What follows belongs to an exercise in optimizing a design on an open flow for small area, a short achievable clock period and few clock cycles; a production flow would make more cautious choices. Function was checked by simulation only, so behaviour that the tests miss may differ from the original. No activity file was given, so power comes from the tool's default toggle rates.

==> flow/design.v, too long to show whole: its modules and the start of the top module <==
// module bch_encoder: 2414 lines
module bch_encoder(rst, clk, msg, bch_dataout, done);
  // ...
==> flow/flow/run.sh <==
#!/bin/bash
# Standard ORFS layout with these changes:
#  - synthesis maps the XOR network cell for cell (flow/synth_xor.tcl and
#    flow/xormap.v, through a copy of ORFS's scripts whose synth.tcl calls
#    techmap in place of abc);
#  - the 3-input XOR/XNOR cells are added to the don't-use list;
#  - ports are buffered with buf_2 instead of the resizer's default pick.
# Each make run logs to its own file here; ORFS's own logs are under orfs/logs.
set -euo pipefail
here=$(pwd)
DU="sky130_fd_sc_hd__probe_p_8 sky130_fd_sc_hd__probec_p_8 sky130_fd_sc_hd__lpflow_bleeder_1 sky130_fd_sc_hd__lpflow_clkbufkapwr_1 sky130_fd_sc_hd__lpflow_clkbufkapwr_16 sky130_fd_sc_hd__lpflow_clkbufkapwr_2 sky130_fd_sc_hd__lpflow_clkbufkapwr_4 sky130_fd_sc_hd__lpflow_clkbufkapwr_8 sky130_fd_sc_hd__lpflow_clkinvkapwr_1 sky130_fd_sc_hd__lpflow_clkinvkapwr_16 sky130_fd_sc_hd__lpflow_clkinvkapwr_2 sky130_fd_sc_hd__lpflow_clkinvkapwr_4 sky130_fd_sc_hd__lpflow_clkinvkapwr_8 sky130_fd_sc_hd__lpflow_decapkapwr_12 sky130_fd_sc_hd__lpflow_decapkapwr_3 sky130_fd_sc_hd__lpflow_decapkapwr_4 sky130_fd_sc_hd__lpflow_decapkapwr_6 sky130_fd_sc_hd__lpflow_decapkapwr_8 sky130_fd_sc_hd__lpflow_inputiso0n_1 sky130_fd_sc_hd__lpflow_inputiso0p_1 sky130_fd_sc_hd__lpflow_inputiso1n_1 sky130_fd_sc_hd__lpflow_inputiso1p_1 sky130_fd_sc_hd__lpflow_inputisolatch_1 sky130_fd_sc_hd__lpflow_isobufsrc_1 sky130_fd_sc_hd__lpflow_isobufsrc_16 sky130_fd_sc_hd__lpflow_isobufsrc_2 sky130_fd_sc_hd__lpflow_isobufsrc_4 sky130_fd_sc_hd__lpflow_isobufsrc_8 sky130_fd_sc_hd__lpflow_isobufsrckapwr_16 sky130_fd_sc_hd__lpflow_lsbuf_lh_hl_isowell_tap_1 sky130_fd_sc_hd__lpflow_lsbuf_lh_hl_isowell_tap_2 sky130_fd_sc_hd__lpflow_lsbuf_lh_hl_isowell_tap_4 sky130_fd_sc_hd__lpflow_lsbuf_lh_isowell_4 sky130_fd_sc_hd__lpflow_lsbuf_lh_isowell_tap_1 sky130_fd_sc_hd__lpflow_lsbuf_lh_isowell_tap_2 sky130_fd_sc_hd__lpflow_lsbuf_lh_isowell_tap_4 sky130_fd_sc_hd__fill_1 sky130_fd_sc_hd__fill_2 sky130_fd_sc_hd__fill_4 sky130_fd_sc_hd__fill_8 "
DU="$DU sky130_fd_sc_hd__xor3_1 sky130_fd_sc_hd__xor3_2 sky130_fd_sc_hd__xor3_4"
DU="$DU sky130_fd_sc_hd__xnor3_1 sky130_fd_sc_hd__xnor3_2 sky130_fd_sc_hd__xnor3_4"
BP=sky130_fd_sc_hd__buf_2
rm -rf scripts_xor; cp -r "$FLOW_HOME/scripts" scripts_xor
sed -i 's|^  log_cmd abc {\*}$abc_args|  techmap -map '"$here"'/flow/xormap.v|' scripts_xor/synth.tcl
grep -q "flow/xormap.v" scripts_xor/synth.tcl
bash standard.sh "DONT_USE_CELLS=$DU" "BUFFER_PORTS_ARGS=-buffer_cell $BP" \
  "SCRIPTS_DIR=$here/scripts_xor" "SYNTH_SCRIPT=$here/flow/synth_xor.tcl" synth > make_synth.log 2>&1
bash standard.sh "DONT_USE_CELLS=$DU" "BUFFER_PORTS_ARGS=-buffer_cell $BP" finish > make_finish.log 2>&1
==> flow/flow/synth_xor.tcl <==
# synth_recipe.tcl with two changes: Yosys's synth skips its internal ABC pass
# (-noabc), and synth.tcl (a patched copy, see run.sh) maps the XOR network
# gate for gate with xormap.v instead of ABC, so the generated depth-7 XOR
# network reaches the layout as written.
proc synth {args} { yosys synth -nofsm -noshare -noabc {*}$args }
source $::env(SCRIPTS_DIR)/synth.tcl
# left out here: clear keep_hierarchy, flatten, clean up, hide names made inside functions, write 1_2_yosys.v
==> flow/flow/xormap.v <==
module \$_XOR_ (input A, input B, output Y);
  sky130_fd_sc_hd__xor2_1 _TECHMAP_REPLACE_ (.A(A), .B(B), .X(Y));
endmodule
module \$_XNOR_ (input A, input B, output Y);
  sky130_fd_sc_hd__xnor2_1 _TECHMAP_REPLACE_ (.A(A), .B(B), .Y(Y));
endmodule
module \$_NOT_ (input A, output Y);
  sky130_fd_sc_hd__inv_1 _TECHMAP_REPLACE_ (.A(A), .Y(Y));
endmodule
==> flow/standard.sh <==
#!/bin/bash
# synth_recipe.tcl (not shown) runs the flow's synth.tcl, then flattens the netlist and writes it again
# the make line also repeats each setting of config.mk as NAME=value (left out here)
make -C /OpenROAD-flow-scripts/flow DESIGN_CONFIG=/design/flow/config.mk WORK_HOME=/design/flow/orfs CLKGATE_MAP_FILE= SYNTH_SCRIPT=/design/flow/synth_recipe.tcl "${@:-finish}"
==> flow/config.mk <==
export PLATFORM = sky130hd
export DESIGN_NAME = bch_encoder
export DESIGN_NICKNAME = bch_encoder
export VERILOG_FILES = /design/flow/design.v
export SDC_FILE = /design/flow/constraint.sdc
export NUM_CORES = 4
export LEC_CHECK = 0
export CAP_MARGIN = 20
export CORE_MARGIN = 2
export CORE_UTILIZATION = 30
export SETUP_SLACK_MARGIN = 3.0
export SLEW_MARGIN = 20
==> flow/constraint.sdc <==
create_clock -name core_clock -period 6.0 [get_ports {clk}]
set_input_delay 1.2000 -clock core_clock [delete_from_list [all_inputs] [get_ports {clk}]]
set_output_delay 1.2000 -clock core_clock [all_outputs]
set_load 0.01 [all_outputs]
==> results list, run 1 <==
* Sink Count: 256
* Reported net switching power: 0.0138 W
* List of most frequent post-synthesis cells: sky130_fd_sc_hd__xor2_1, sky130_fd_sc_hd__edfxtp_1, sky130_fd_sc_hd__inv_1
- For this run, the number of Yosys warnings is 1.
- Critical path capture point type: register
* Number of nets at the end of the flow: 3976
- The biggest area contributor in the post-synthesis netlist is sky130_fd_sc_hd__xor2_1.
- Once the clock tree was built, the setup fixing pass inserted 415 buffers.
- The worst pin sits at a relative slew slack of 28.0%.
* Share of total power in sequential cells: 12.0%
- Area share of the largest cell type after synthesis: 72.7%
- In the final layout, flip-flops and latches take up 13.5% of the cell area.
* Fraction of standard cell area in multi-input logic: 60.3%
* Cell area after placement: 36400 µm²
- 449 I/O pins were placed.
- Area of the multi-input gates: 34400 µm²
* Run status: finished clean
- Root buffer cell: sky130_fd_sc_hd__clkbuf_16
- Vias in the first global route: 25600
- Number of setup violations in the final report: 0
- After detailed routing, the average wire length per cell comes to 45.7 µm.
- Instance count on the critical path: 8
- In the post-synthesis netlist, the biggest area contributors are sky130_fd_sc_hd__xor2_1, sky130_fd_sc_hd__edfxtp_1, sky130_fd_sc_hd__dfxtp_1, sky130_fd_sc_hd__inv_1.
* First-pass GRT wire length: 284 mm
- The post-route netlist has 60.6% of its cells at a drive strength greater than 1.
* Combinational logic power: 0.0205 W
- 2337 cells are multi-input combinational gates.
- Total of buffers placed on input and output ports: 448
* TritonCTS clock tree: done
- Core ar.: 93200 µm²
* Multiplexer area fraction after synthesis: 0%
- The signal on the critical path passes through buf_4, xor2_1, xor2_1, xor2_2, xor2_2, xor2_4, xor2_2, xor2_1.
- Bufs on Longest Clock Path: 3
- The worst-case IR drop observed on VDD is 0.000278 V.
- The max-slew violation count came to 0.
Testbench counts, summed over its fixed seeds: cycles 480.
==> run 2: changes to the inputs <==
--- a/flow/config.mk
+++ b/flow/config.mk
@@ -7,6 +7,6 @@
 export LEC_CHECK = 0
 export CAP_MARGIN = 20
 export CORE_MARGIN = 2
-export CORE_UTILIZATION = 30
+export CORE_UTILIZATION = 40
 export SETUP_SLACK_MARGIN = 3.0
 export SLEW_MARGIN = 20
==> results list, run 2 <==
- Total standard cell area after synthesis: 28200 µm² (unchanged)
- Grt repair worst endpoint: bch_dataout[49]$_DFFE_PN_/D
- Last stage reached: global routing
- The row count came to 97 (was 112).
* Primary FF master, synth: sky130_fd_sc_hd__edfxtp_1 (unchanged)
* Root buffer cell: sky130_fd_sc_hd__clkbuf_16 (unchanged)
- The die outline height was 269 µm (was 310 µm).
* Syn Inst Count: 2595 (unchanged)
* Count of boundary I/O pins: 449 (unchanged)
- Number of enable flip-flop cells after synthesis: 255 (unchanged)
- The area share of the largest cell type after synthesis came to 72.7% (unchanged).
* Parity-gate share of the synthesized area counting xor and xnor cells: 72.7% (unchanged)
* Quantity of hold-fixing buffers added after cts: 0 (unchanged)
- The number of warnings issued by yosys is 1 (unchanged).
- All-Layer GR Usage: 63.1%
- Largest cells by area after synthesis: sky130_fd_sc_hd__xor2_1, sky130_fd_sc_hd__edfxtp_1, sky130_fd_sc_hd__dfxtp_1, sky130_fd_sc_hd__inv_1 (unchanged)
* Bufs on Longest Clock Path: 3 (unchanged)
- The most area-hungry cell type in the Yosys netlist is sky130_fd_sc_hd__xor2_1 (unchanged).
- List of most frequent post-synthesis cells: sky130_fd_sc_hd__xor2_1, sky130_fd_sc_hd__edfxtp_1, sky130_fd_sc_hd__inv_1 (unchanged).
- The sum of net half-perimeters after detailed placement was 158 mm (was 192 mm).
* Flop and latch count out of synthesis: 256 (unchanged)
- The most common cell in the netlist was sky130_fd_sc_hd__xor2_1 (unchanged).
* Error message: [ERROR GRT-0232] Routing congestion too high. Check the congestion heatmap in the GUI.
* Synthesized Nets: 2788 (unchanged)
- The adder-cell share of the synthesized area is 0% (unchanged).
- Initial core utilization: 40.3% (was 30.2%)
- Post-synth ARST share: 0% (unchanged)
- Main combinational cell family by area after synthesis: XOR/XNOR gates (unchanged)
- The clock sink count is 256 (unchanged).
- Die boundary width: 269 µm (was 310 µm)
- The port buffer count came to 448 (unchanged).
* Global placer's final weighted congestion: 1.29 (was 1.09)
- The maximum level of the CTS H-tree came to 1 (unchanged).
- The proportion of synthesized chip area in sequential cells is 27.3% (unchanged).
* Maximum number of pins on one net before global-route repair: 131
* Total CTS buffers: 29 (was 30)
- The number of distinct standard cells referenced by the synthesized netlist was 4 (unchanged).
- The complex-gate fraction of the synthesized area was 0% (unchanged).
- The simple-gate area share of the yosys netlist is 0% (unchanged).
- Run status: aborted with a tool error (was finished clean).
- Avg Cell Area, Syn: 10.8 µm² (unchanged)
- GR Overflow Total: 215
- The post-synthesis mux area share was 0% (unchanged).
- After the last repair the worst path ends at a register input.
[run 2: cell counts after synthesis]
Identical to the previous run, type by type.
[run 2: cells by family after synthesis]
| logic type | after synthesis |
|---|---|
| xor+xnor | 2337 |
| buf+inv | 2 |
| flops | 256 |
[run 2: worst max-delay path by stage]
stage | from | endpoint | slack [ns] | depth (start not counted)
floorplan | done | bch_dataout[0] | 1.45 | 1
CTS | msg[28] | bch_dataout[61] | 2.91 | 11
global placement | msg[94] | bch_dataout[43] | 1.24 | 8
detailed placement | msg[80] | bch_dataout[61] | 1.26 | 8
[run 2: stage by stage]
stage	area, µm²	hold slack (ns)	instances	worst slack [ns]
3_3_place_gp	35100	0.964	4046	1.24
2_1_floorplan	31200	1.26	2595	1.45
3_5_place_dp	35200	1.03	4046	1.26
4_1_cts	49300	0.712	4492	2.91
[run 2: routing by layer]
metal	overflow	track usage (%)
met5	1	10.7
met3	4	43.1
met2	114	81.8
met1	0	67.0
met4	96	57.3
[run 2: timing repair]
item / CTS
resized for setup: 1172
pin swaps: 297
buffers inserted: 394
endpoints found under the setup margin: 64
[run 2: power by group through the flow]
stage,Clock [W],Sequential [W],Combinational (W)
after CTS,0.00185,0.00309,0.0169
after detailed placement,0,0.00313,0.0138
after global placement,0,0.00312,0.0139
after floorplan,0,0.00327,0.00798
==> run 3: changes to the inputs <==
==> flow/flow/run.sh (replaced) <==
#!/bin/bash
# Standard ORFS layout with these changes:
#  - synthesis maps the XOR network cell for cell (flow/synth_xor.tcl and
#    flow/xormap.v, through a copy of ORFS's scripts whose synth.tcl calls
#    techmap in place of abc), then flow/xnorize.py turns the XOR cells
#    into the faster XNOR cells, complementing internal nodes, with the
#    value at every flip-flop unchanged;
#  - the 3-input XOR/XNOR cells are added to the don't-use list;
#  - every input port is buffered with buf_4 and every output port with
#    buf_1 (global_place.tcl's one buffer_ports call becomes two), instead of
#    the resizer's default pick for both.
# Each make run logs to its own file here; ORFS's own logs are under orfs/logs.
set -euo pipefail
here=$(pwd)
DU="sky130_fd_sc_hd__probe_p_8 sky130_fd_sc_hd__probec_p_8 sky130_fd_sc_hd__lpflow_bleeder_1 sky130_fd_sc_hd__lpflow_clkbufkapwr_1 sky130_fd_sc_hd__lpflow_clkbufkapwr_16 sky130_fd_sc_hd__lpflow_clkbufkapwr_2 sky130_fd_sc_hd__lpflow_clkbufkapwr_4 sky130_fd_sc_hd__lpflow_clkbufkapwr_8 sky130_fd_sc_hd__lpflow_clkinvkapwr_1 sky130_fd_sc_hd__lpflow_clkinvkapwr_16 sky130_fd_sc_hd__lpflow_clkinvkapwr_2 sky130_fd_sc_hd__lpflow_clkinvkapwr_4 sky130_fd_sc_hd__lpflow_clkinvkapwr_8 sky130_fd_sc_hd__lpflow_decapkapwr_12 sky130_fd_sc_hd__lpflow_decapkapwr_3 sky130_fd_sc_hd__lpflow_decapkapwr_4 sky130_fd_sc_hd__lpflow_decapkapwr_6 sky130_fd_sc_hd__lpflow_decapkapwr_8 sky130_fd_sc_hd__lpflow_inputiso0n_1 sky130_fd_sc_hd__lpflow_inputiso0p_1 sky130_fd_sc_hd__lpflow_inputiso1n_1 sky130_fd_sc_hd__lpflow_inputiso1p_1 sky130_fd_sc_hd__lpflow_inputisolatch_1 sky130_fd_sc_hd__lpflow_isobufsrc_1 sky130_fd_sc_hd__lpflow_isobufsrc_16 sky130_fd_sc_hd__lpflow_isobufsrc_2 sky130_fd_sc_hd__lpflow_isobufsrc_4 sky130_fd_sc_hd__lpflow_isobufsrc_8 sky130_fd_sc_hd__lpflow_isobufsrckapwr_16 sky130_fd_sc_hd__lpflow_lsbuf_lh_hl_isowell_tap_1 sky130_fd_sc_hd__lpflow_lsbuf_lh_hl_isowell_tap_2 sky130_fd_sc_hd__lpflow_lsbuf_lh_hl_isowell_tap_4 sky130_fd_sc_hd__lpflow_lsbuf_lh_isowell_4 sky130_fd_sc_hd__lpflow_lsbuf_lh_isowell_tap_1 sky130_fd_sc_hd__lpflow_lsbuf_lh_isowell_tap_2 sky130_fd_sc_hd__lpflow_lsbuf_lh_isowell_tap_4 sky130_fd_sc_hd__fill_1 sky130_fd_sc_hd__fill_2 sky130_fd_sc_hd__fill_4 sky130_fd_sc_hd__fill_8 "
DU="$DU sky130_fd_sc_hd__xor3_1 sky130_fd_sc_hd__xor3_2 sky130_fd_sc_hd__xor3_4"
DU="$DU sky130_fd_sc_hd__xnor3_1 sky130_fd_sc_hd__xnor3_2 sky130_fd_sc_hd__xnor3_4"
IBUF=${IBUF:-sky130_fd_sc_hd__buf_4}
OBUF=${OBUF:-sky130_fd_sc_hd__buf_1}
rm -rf scripts_xor; cp -r "$FLOW_HOME/scripts" scripts_xor
sed -i 's|^  log_cmd abc {\*}$abc_args|  techmap -map '"$here"'/flow/xormap.v|' scripts_xor/synth.tcl
grep -q "flow/xormap.v" scripts_xor/synth.tcl
sed -i 's|^    buffer_ports {\*}\[env_var_or_empty BUFFER_PORTS_ARGS\]|    buffer_ports -inputs -buffer_cell '"$IBUF"'; buffer_ports -outputs -buffer_cell '"$OBUF"'|' scripts_xor/global_place.tcl
grep -q "buffer_ports -inputs" scripts_xor/global_place.tcl
bash standard.sh "DONT_USE_CELLS=$DU" "SCRIPTS_DIR=$here/scripts_xor" \
  "SYNTH_SCRIPT=$here/flow/synth_xor.tcl" synth > make_synth.log 2>&1
python3 flow/xnorize.py orfs/results/sky130hd/bch_encoder/base/1_2_yosys.v > xnorize.log 2>&1
bash standard.sh "DONT_USE_CELLS=$DU" "SCRIPTS_DIR=$here/scripts_xor" finish > make_finish.log 2>&1
==> flow/flow/xnorize.py (new file) <==
# Rewrites the synthesized netlist's 2-input XOR cells (sky130 xor2_1, slow
# here) as xnor2_1 cells: every XOR node whose output only feeds other XOR
# nodes is implemented as XNOR and so carries its value complemented; a node
# that feeds anything else (a flip-flop) gets the cell that makes its value
# true again. The logic function at every non-XOR load is unchanged.
import re, sys
path = sys.argv[1]
txt = open(path).read()
cell_re = re.compile(r'(  sky130_fd_sc_hd__(\w+) (\S+)\s+\((.*?)\n  \);)', re.S)
pin_re = re.compile(r'\.(\w+)\(([^()]*)\)')
if re.search(r'^\s*assign\b', txt, re.M):
    sys.exit("xnorize: netlist has assign statements; left unchanged")
ports = set(re.findall(r'^\s*output\s+(?:\[[^]]*\]\s*)?(\w+);', txt, re.M))
xors = {}      # output net -> (cell text, name, a, b)
loads = {}     # net -> list of (celltype)
for full, typ, name, body in cell_re.findall(txt):
    pins = pin_re.findall(body)
    for p, net in pins:
        net = net.strip()
        if p in ('X', 'Y', 'Q'):
            continue
        loads.setdefault(net, []).append(typ)
    if typ == 'xor2_1':
        d = dict((p, n.strip()) for p, n in pins)
        xors[d['X']] = (full, name, d['A'], d['B'])
comp = {}
def c(net):
    if net not in xors:
        return 0
    if net in comp:
        return comp[net]
    full, name, a, b = xors[net]
    cin = c(a) ^ c(b)
    if re.sub(r'\[.*', '', net).lstrip('\\') in ports:
        comp[net] = 0
        return 0
    only_xor = all(t == 'xor2_1' for t in loads.get(net, []))
    # the node's loads must also not be an output port directly
    comp[net] = (cin ^ 1) if (only_xor and loads.get(net)) else 0
    return comp[net]
sys.setrecursionlimit(100000)
out = txt
nx = 0
for net, (full, name, a, b) in xors.items():
    cin = c(a) ^ c(b)
    if c(net) == cin:
        continue       # stays an XOR cell
    nx += 1
    new = full.replace('sky130_fd_sc_hd__xor2_1 ', 'sky130_fd_sc_hd__xnor2_1 ', 1)
    new = new.replace('.X(', '.Y(', 1)
    out = out.replace(full, new, 1)
open(path, 'w').write(out)
print(f"xnorize: {nx} of {len(xors)} XOR cells now XNOR")
--- a/flow/config.mk
+++ b/flow/config.mk
@@ -7,6 +7,6 @@
 export LEC_CHECK = 0
 export CAP_MARGIN = 20
 export CORE_MARGIN = 2
-export CORE_UTILIZATION = 40
+export CORE_UTILIZATION = 35
 export SETUP_SLACK_MARGIN = 3.0
 export SLEW_MARGIN = 20
==> results list, run 3 <==
- Run status: finished clean (was aborted with a tool error)
* Total via count in the routed design: 25000
- P per Cell Area: 574 nW/µm²
* Quantity of hold-fixing buffers added after cts: 0 (unchanged)
* Registers with the most flip-flops: bch_dataout (255), done (1)
- The area share of the largest cell type after synthesis came to 72.7% (unchanged).
* Number of setup violations in the final report: 0
* Clock insertion delay at the later pin of the skew report: 0.61 ns
- Total of buffers placed on input and output ports: 448 (unchanged)
* 1st-pass router iterations: 5
* CP Data Required Time: 6.35 ns
- The number of buffers and inverters on the critical path is 1.
- Iteration-0 DRC Markers: 3397
- Global routing used 60.1% of the available met1 tracks.
- After routing, the total negative slack on setup checks comes to 0 ns.
- Critical path capture point type: register
- Register area: 7680 µm²
- Global placer's final weighted congestion: 1.12 (was 1.29)
* Ordered list of cells on the worst path: buf_4, xnor2_2, xnor2_2, xnor2_1, xnor2_1, xnor2_1, xnor2_1, xnor2_1
- The via count of the first global-routing pass was 23600.
* Detailed-route DRC error count: 0
* Maximum number of pins on one net before global-route repair: 130
- Post-CTS clock slew at the launch and capture registers of the worst setup and hold paths: 0.06 ns
- The count of state elements after synthesis is 256 (unchanged).
* Count of boundary I/O pins: 449 (unchanged)
- Data arrives at the worst endpoint at 3.53 ns.
* Nature of the critical path startpoint: primary input
* Final count of hold timing violations: 0
- The proportion of synthesized flip-flops having asynchronous set or reset is 0% (unchanged).
* Max-Cap Viols: 0
- Sink Count: 256 (unchanged)
- GR Overflow Total: 0
* Number of antenna-violating nets in the routed design: 0
- Relative to the synthesized area, the layout overhead comes to 52.5%.
- Total number of yosys warnings: 1 (unchanged)
- Final setup skew: 0.0131 ns
- Classification of the worst setup path: in -> reg
- TritonCTS clock tree: done
- First-pass GRT wire length: 260 mm
- Final Instance Area: 42900 µm²
* Die area: 82700 µm²
- Summed over all cells, the static leakage comes to 14.7 nW.
- Number of standard cells in the layout, taps in and fillers out: 4459
* Total number of H-tree levels: 1 (unchanged)
* Peak-usage layer in the global routing report: met2
- The die outline height is 288 µm (was 269 µm).
- Met2 GRT Util: 73.4%
- Cells with a size suffix above 1 make up 35.0% of the layout.
- The largest single stage delay on the critical path is 0.48 ns.
- Die boundary width: 288 µm (was 269 µm)
- Biggest area consumer among synthesized cells: sky130_fd_sc_hd__xor2_1 (unchanged)
- The most common cell in the netlist was sky130_fd_sc_hd__xor2_1 (unchanged).
* Total CTS buffers: 30 (was 29)
- In this run the worst path has a maximum fanout of 6.
- Cell area after placement: 34200 µm² (was 35200 µm²)
- All-Layer GR Usage: 49.8%
* Instance count after placement with tap cells included: 4233 (was 4046)
- The min-delay analysis places its worst path in the category in -> reg.
- The count of flip-flops with a built-in enable after synthesis is 255 (unchanged).
- The number of buffers on the longest clock path is 3 (unchanged).
* Total standard cell area after synthesis: 28200 µm² (unchanged)
- The library cells used most frequently in the layout, excluding fill and tap cells, are sky130_fd_sc_hd__xnor2_1, sky130_fd_sc_hd__xnor2_2, sky130_fd_sc_hd__buf_4.
- The mean post-synth cell area came to 10.8 µm² (unchanged).
* Avg Vias per Cell: 5.61
- Worst IR drop on VDD: 0.000257 V
* Post-synth cell types: 4 (unchanged)
- Share of synthesized area occupied by flip-flops and latches: 27.3% (unchanged)
- Most repeated library cell on the critical path: sky130_fd_sc_hd__xnor2_1
- Worst-case headroom to the max-slew limit: 34.5%
* Clock period minus worst slack: 3.18 ns
* Synthesized Nets: 2788 (unchanged)
* Core ar.: 80000 µm²
* Syn Inst Count: 2595 (unchanged)
- The initial antenna violation count is 6.
- The kind of cell with the highest combined delay along the critical path is XOR/XNOR gates.
* Part of the cycle the worst path needs: 53.0%
- The row count came to 104 (was 97).
- Setup repair after global routing could not meet its margin everywhere.
- Static timing analysis puts the maximum clock frequency at 315 MHz.
- Summing all multi-input logic gate instances after layout gives 27500 µm².
* Root buffer cell: sky130_fd_sc_hd__clkbuf_16 (unchanged)
- GRT met3 Usage: 11.8%
- Post-Route WL: 211 mm
- Pin slew with the least headroom to its limit: 0.975 ns
- The max-slew violation count is 0.
- In the final design database the tool counted 3566 nets.
- Total power for the finished layout comes to 0.0246 W.
- DR WL/cell: 47.3 µm
- List of most frequent post-synthesis cells: sky130_fd_sc_hd__xor2_1, sky130_fd_sc_hd__edfxtp_1, sky130_fd_sc_hd__inv_1 (unchanged).
* Layout filler cell count: 7251
* Critical-path cell with the highest stage delay: sky130_fd_sc_hd__xnor2_2
- The most frequently used flop master after synthesis was sky130_fd_sc_hd__edfxtp_1 (unchanged).
- The sum of net half-perimeters after detailed placement was 176 mm (was 158 mm).
- Largest register FFs: 255
- Most frequent standard cell in the layout excluding fill and tap cells: sky130_fd_sc_hd__xnor2_1
- Largest cells by area after synthesis: sky130_fd_sc_hd__xor2_1, sky130_fd_sc_hd__edfxtp_1, sky130_fd_sc_hd__dfxtp_1, sky130_fd_sc_hd__inv_1 (unchanged)
- Initial core utilization: 35.2% (was 40.3%)
* Most flops, register: bch_dataout
[run 3: cell counts after synthesis]
Identical to the previous run, type by type.
[run 3: worst paths after layout]
check,start,to,slack [ns],depth (start not counted)
min reg2reg,done,bch_dataout[93],0.93,2
min,rst,done,0.73,2
max,msg[160],bch_dataout[60],2.82,8
max reg2reg,done,bch_dataout[35],4.43,2
[run 3: cell type report]
type	count	area share [%]
multi-input cells	2337	64.0
flip-flops and latches	256	17.9
repair buffers	746	12.7
well taps	1060	3.09
clock buffers	35	1.84
clock inverters	21	0.446
inverters	2	0.0262
diodes	2	0.0117
[run 3: stage by stage]
step	utilization, %	hold slack [ns]	worst slack, ns
CTS	51.2	0.717	2.93
finish	53.6	0.734	2.82
floorplan	-	1.26	1.45
global route	53.6	0.735	2.90
global placement	42.6	0.977	1.06
detailed placement	42.7	0.983	1.14
[run 3: timing repair]
item	4_1_cts	5_1_grt
gates resized for setup	532	179
setup buffers	123	45
pin swaps	82	60
endpoints found under the setup margin	64	64
hold endpoints to repair	0	0
[run 3: cell families (layout without fill, tap and decap cells)]
kind of cell,Yosys count,count (layout),synth area share (%)
DFF,256,256,27.3
buffers and inverters,2,804,0.0267
xor gates and xnor gates,2337,2337,72.7
other,0,2,0
[run 3: routing by layer]
metal,wire (µm),vias up
met5,46,-
met4,24000,6
met3,22000,700
met2,88300,2041
met1,76500,12500
li1,-,9785
[run 3: power by group]
| group | internal (W) | leakage [nW] | switching [W] |
|---|---|---|---|
| Sequential | 0.00298 | 2.50 | 0.000116 |
| Combinational | 0.00837 | 11.7 | 0.0113 |
| Clock | 0.00107 | 0.480 | 0.000813 |
| Total | 0.0124 | 14.7 | 0.0122 |
==> run 4: changes to the inputs <==
--- a/flow/config.mk
+++ b/flow/config.mk
@@ -8,5 +8,5 @@
 export CAP_MARGIN = 20
 export CORE_MARGIN = 2
 export CORE_UTILIZATION = 35
-export SETUP_SLACK_MARGIN = 3.0
+export SETUP_SLACK_MARGIN = 2.75
 export SLEW_MARGIN = 20
==> results list, run 4 <==
- Run status: finished clean (unchanged).
- FP Rows: 104 (unchanged)
- The number of buffers on the longest clock path was 3 (unchanged).
- The portion of the clock cycle consumed by the worst path in the final layout came to 57.0% (was 53.0%).
* Root buffer cell: sky130_fd_sc_hd__clkbuf_16 (unchanged)
* Post-synth ARST share: 0% (unchanged)
- Largest cells by area after synthesis: sky130_fd_sc_hd__xor2_1, sky130_fd_sc_hd__edfxtp_1, sky130_fd_sc_hd__dfxtp_1, sky130_fd_sc_hd__inv_1 (unchanged).
- Most flops, register: bch_dataout (unchanged)
- The initial antenna violation count was 10 (was 6).
* Critical path capture point type: register (unchanged)
* Overall die height: 288 µm (unchanged)
* Post-Route WL: 210 mm (was 211 mm)
* Final setup skew: 0.0260 ns (was 0.0131 ns)
- The number of remaining DRC errors is 0 (unchanged).
- Depth of the worst register-to-register path: 3 (was 2)
* List of most frequent post-synthesis cells: sky130_fd_sc_hd__xor2_1, sky130_fd_sc_hd__edfxtp_1, sky130_fd_sc_hd__inv_1 (unchanged)
- The achievable clock frequency is 293 MHz (was 315 MHz).
- Unrepaired setup endpoints after global routing: yes (unchanged).
- Total number of yosys warnings: 1 (unchanged)
- The clock sink count is 256 (unchanged).
* Number of setup violations in the final report: 0 (unchanged)
- Total via count in the routed design: 24400 (was 25000)
- The antenna violation net count after detailed routing came to 0 (unchanged).
- Total negative slack: 0 ns (unchanged)
* Share of layout cells above drive strength 1: 23.4% (was 35.0%)
- The worst setup slack for register-to-register paths was 3.65 ns (was 4.43 ns).
- The TritonCTS clock tree was done (unchanged).
- The worst hold path class was in -> reg (unchanged).
- The category of the critical setup timing path is in -> reg (unchanged).
* Post-CTS clock slew at the launch and capture registers of the worst setup and hold paths: 0.06 ns (about the same)
* Max-Cap Viols: 0 (unchanged)
- Final Worst Setup Slack: 2.58 ns (was 2.82 ns)
* Flop and latch count out of synthesis: 256 (unchanged)
* Area share of the largest cell type after synthesis: 72.7% (unchanged)
- The number of inserted filler cells in the final layout is 7697 (was 7251).
* Pin slew with the least headroom to its limit: 1.14 ns (was 0.975 ns)
- Total of buffers placed on input and output ports: 448 (unchanged)
* Registers with the most flip-flops: bch_dataout (255), done (1) (unchanged)
- Total Power Consumption: 0.0228 W (was 0.0246 W)
* Total CTS buffers: 30 (unchanged)
* Share of synthesized area occupied by flip-flops and latches: 27.3% (unchanged)
- The minimum clock period after layout was 3.42 ns (was 3.18 ns).
- Commonest cells after routing, fill and taps aside: sky130_fd_sc_hd__xnor2_1, sky130_fd_sc_hd__buf_4, sky130_fd_sc_hd__xnor2_2 (was sky130_fd_sc_hd__xnor2_1, sky130_fd_sc_hd__xnor2_2, sky130_fd_sc_hd__buf_4).
- The largest voltage drop on the vdd net was 0.000265 V (was 0.000257 V).
- The worst slack at placement is 1.19 ns (was 1.14 ns).
- Startpoint of the tightest hold check path: rst (unchanged)
* Final count of hold timing violations: 0 (unchanged)
- Core ar.: 80000 µm² (unchanged)
- The via count of the first global-routing pass is 23200 (was 23600).
* Number of nets at the end of the flow: 3471 (was 3566)
- The count of hold buffers inserted by post-cts repair came to 0 (unchanged).
- The worst-case hold path end point was done (unchanged).
- The most frequently used flop master after synthesis is sky130_fd_sc_hd__edfxtp_1 (unchanged).
- The power density of the placed cells came to 604 nW/µm² (was 574 nW/µm²).
* Crit path arrival time: 3.77 ns (was 3.53 ns)
- The first-pass iteration count of the detailed router came to 5 (unchanged).
- The routed wirelength normalized by instance count was 48.3 µm (was 47.3 µm).
* Count of boundary I/O pins: 449 (unchanged)
- The mean post-synth cell area is 10.8 µm² (unchanged).
* Max-slew violations: 0 (unchanged)
* Share of the core filled with cells in the final layout: 47.1% (was 53.6%)
- The post-synthesis net count was 2788 (unchanged).
- Total number of H-tree levels: 1 (unchanged)
* Clock insertion delay at the later pin of the skew report: 0.63 ns (was 0.61 ns)
- The initial cell density of the core is 35.2% (unchanged).
- Post-synth cell types: 4 (unchanged)
- Avg Vias per Cell: 5.59 (was 5.61)
- First-pass GRT wire length: 258 mm (was 260 mm)
- Number of stages on the worst hold path: 2 (unchanged)
- The count of flip-flops with a built-in enable after synthesis came to 255 (unchanged).
- The most common cell in the netlist is sky130_fd_sc_hd__xor2_1 (unchanged).
- Leakage power total: 12.0 nW (was 14.7 nW)
- CP Data Required Time: 6.35 ns (about the same)
- Total standard cell area after synthesis: 28200 µm² (unchanged)
* Estimated wirelength of the detail-placed design: 178 mm (was 176 mm)
- The element type at the critical path start is a primary input (unchanged).
- Most frequent standard cell in the layout excluding fill and tap cells: sky130_fd_sc_hd__xnor2_1 (unchanged)
- The most area-hungry cell type in the Yosys netlist is sky130_fd_sc_hd__xor2_1 (unchanged).
- The maximum fanout along the worst path came to 7 (was 6).
* Syn Inst Count: 2595 (unchanged)
- All-Layer GR Usage: 49.8% (about the same)
- Largest register FFs: 255 (unchanged)
* Die area: 82700 µm² (unchanged)
- The sum of overflow across all layers after global routing came to 0 (unchanged).
- The reg-to-reg critical path startpoint is done (unchanged).
- The area added between synthesis and finish is 34.0% (was 52.5%).
* Worst-case headroom to the max-slew limit: 23.7% (was 34.5%)
- The last weighted congestion value of the routability-driven placer is 1.15 (was 1.12).
- The maximum number of pins on one net before global-route repair is 141 (was 130).
- The DRC marker count from the first detailed-route iteration came to 3688 (was 3397).
* Die boundary width: 288 µm (unchanged)
- The endpoint of the worst register-to-register path is bch_dataout[11] (was bch_dataout[35]).
==> run 4: critical path, cell delays in order <==
cell	delay [ns]
sky130_fd_sc_hd__buf_4	0.20
sky130_fd_sc_hd__xnor2_1	0.59
sky130_fd_sc_hd__buf_4	0.28
sky130_fd_sc_hd__xnor2_1	0.14
sky130_fd_sc_hd__xnor2_1	0.13
sky130_fd_sc_hd__xnor2_2	0.82
sky130_fd_sc_hd__xnor2_1	0.20
sky130_fd_sc_hd__xnor2_1	0.18
==> run 4: where the power goes <==
part | switching, W | internal (W)
registers | 0.000111 | 0.00298
logic | 0.0106 | 0.00725
clock network | 0.000828 | 0.000979
==> run 4: area by class of cell <==
type / instances / area, µm² / share of cell area [%]
clock inverters: 21 / 146 / 0.388
repair buffers: 651 / 4000 / 10.6
flip-flops and latches: 256 / 7680 / 20.4
diodes: 1 / 2.50 / 0.00663
clock buffers: 32 / 779 / 2.07
well taps: 1060 / 1330 / 3.52
inverters: 2 / 11.3 / 0.0299
multi-input cells: 2337 / 23800 / 63.0
==> run 4: worst max-delay path by stage <==
stage,slack (ns),start,cells after the start,to
2_1_floorplan,1.45,done,1,bch_dataout[0]
3_3_place_gp,0.95,msg[51],8,bch_dataout[58]
3_5_place_dp,1.19,msg[9],9,bch_dataout[46]
4_1_cts,2.66,msg[9],9,bch_dataout[46]
5_1_grt,2.71,msg[87],10,bch_dataout[46]
6_report,2.58,msg[89],8,bch_dataout[62]
==> run 4: metal layers <==
metal  up-vias  wire (µm)  track usage [%]
li1       9567          -                -
met3       677      22200             11.6
met1     12000      77700             61.0
met4         8      22800             43.1
met5         -         59                0
met2      2064      87700             73.5
==> run 4: repair_timing <==
action | CTS | global route
pin swaps | 7 | 5
buffers inserted | 17 | 13
setup endpoints to repair | 64 | 48
resized for setup | 224 | 83
cloned | 0 | 0
==> run 4: through the flow <==
step / hold slack, ns / instance area [µm²] / instances
final: 0.722 / 37700 / 4360
after CTS: 0.690 / 36900 / 4346
after global placement: 0.992 / 33800 / 4272
after global routing: 0.724 / 37700 / 4359
after floorplan: 1.26 / 28500 / 2595
after detailed placement: 1.01 / 33900 / 4276
==> run 4: kinds of logic (layout without fill, tap and decap cells) <==
logic type | after synthesis | in the layout | synth area share (%)
flops | 256 | 256 | 27.3
other cells | 0 | 1 | 0
xor+xnor | 2337 | 2337 | 72.7
buf+inv | 2 | 706 | 0.0267

## separate check: timing with driven ports
The flow's constraints put no driver on any port. The routed layouts listed below were extracted and timed again, unchanged, in two steps. Step 1 (the two cells are an assumption about what drives the block):
set clk [get_ports {clk}]
set_driving_cell -lib_cell sky130_fd_sc_hd__clkbuf_16 $clk
set_driving_cell -lib_cell sky130_fd_sc_hd__buf_2 [delete_from_list [all_inputs] $clk]
Step 2 moves the port delays by t, midway between the first and last clock arrival at a register: inputs arrive t later, outputs are due t later. That takes back most of the time a late clock gives input paths. Slacks: no drivers / after step 1 / after step 2; pairs: no drivers / after step 1.
run	t, ns	setup slack, ns	slew at the worst register clock pin (ns)	worst data-port slew with drivers (ns)	cell pins on the clock port's net
run 1	0.705	2.807 / 2.855 / 2.150	0.08 / 0.08	0.09	1
run 3	0.677	2.822 / 2.862 / 2.185	0.07 / 0.07	0.05	1
run 4	0.694	2.582 / 2.635 / 1.941	0.08 / 0.08	0.05	1
After both steps setup and hold are still met in every run listed. For run 1, which loses most, drivers alone change the setup slack by +0.048 ns; drivers and shift together by -0.657 ns.
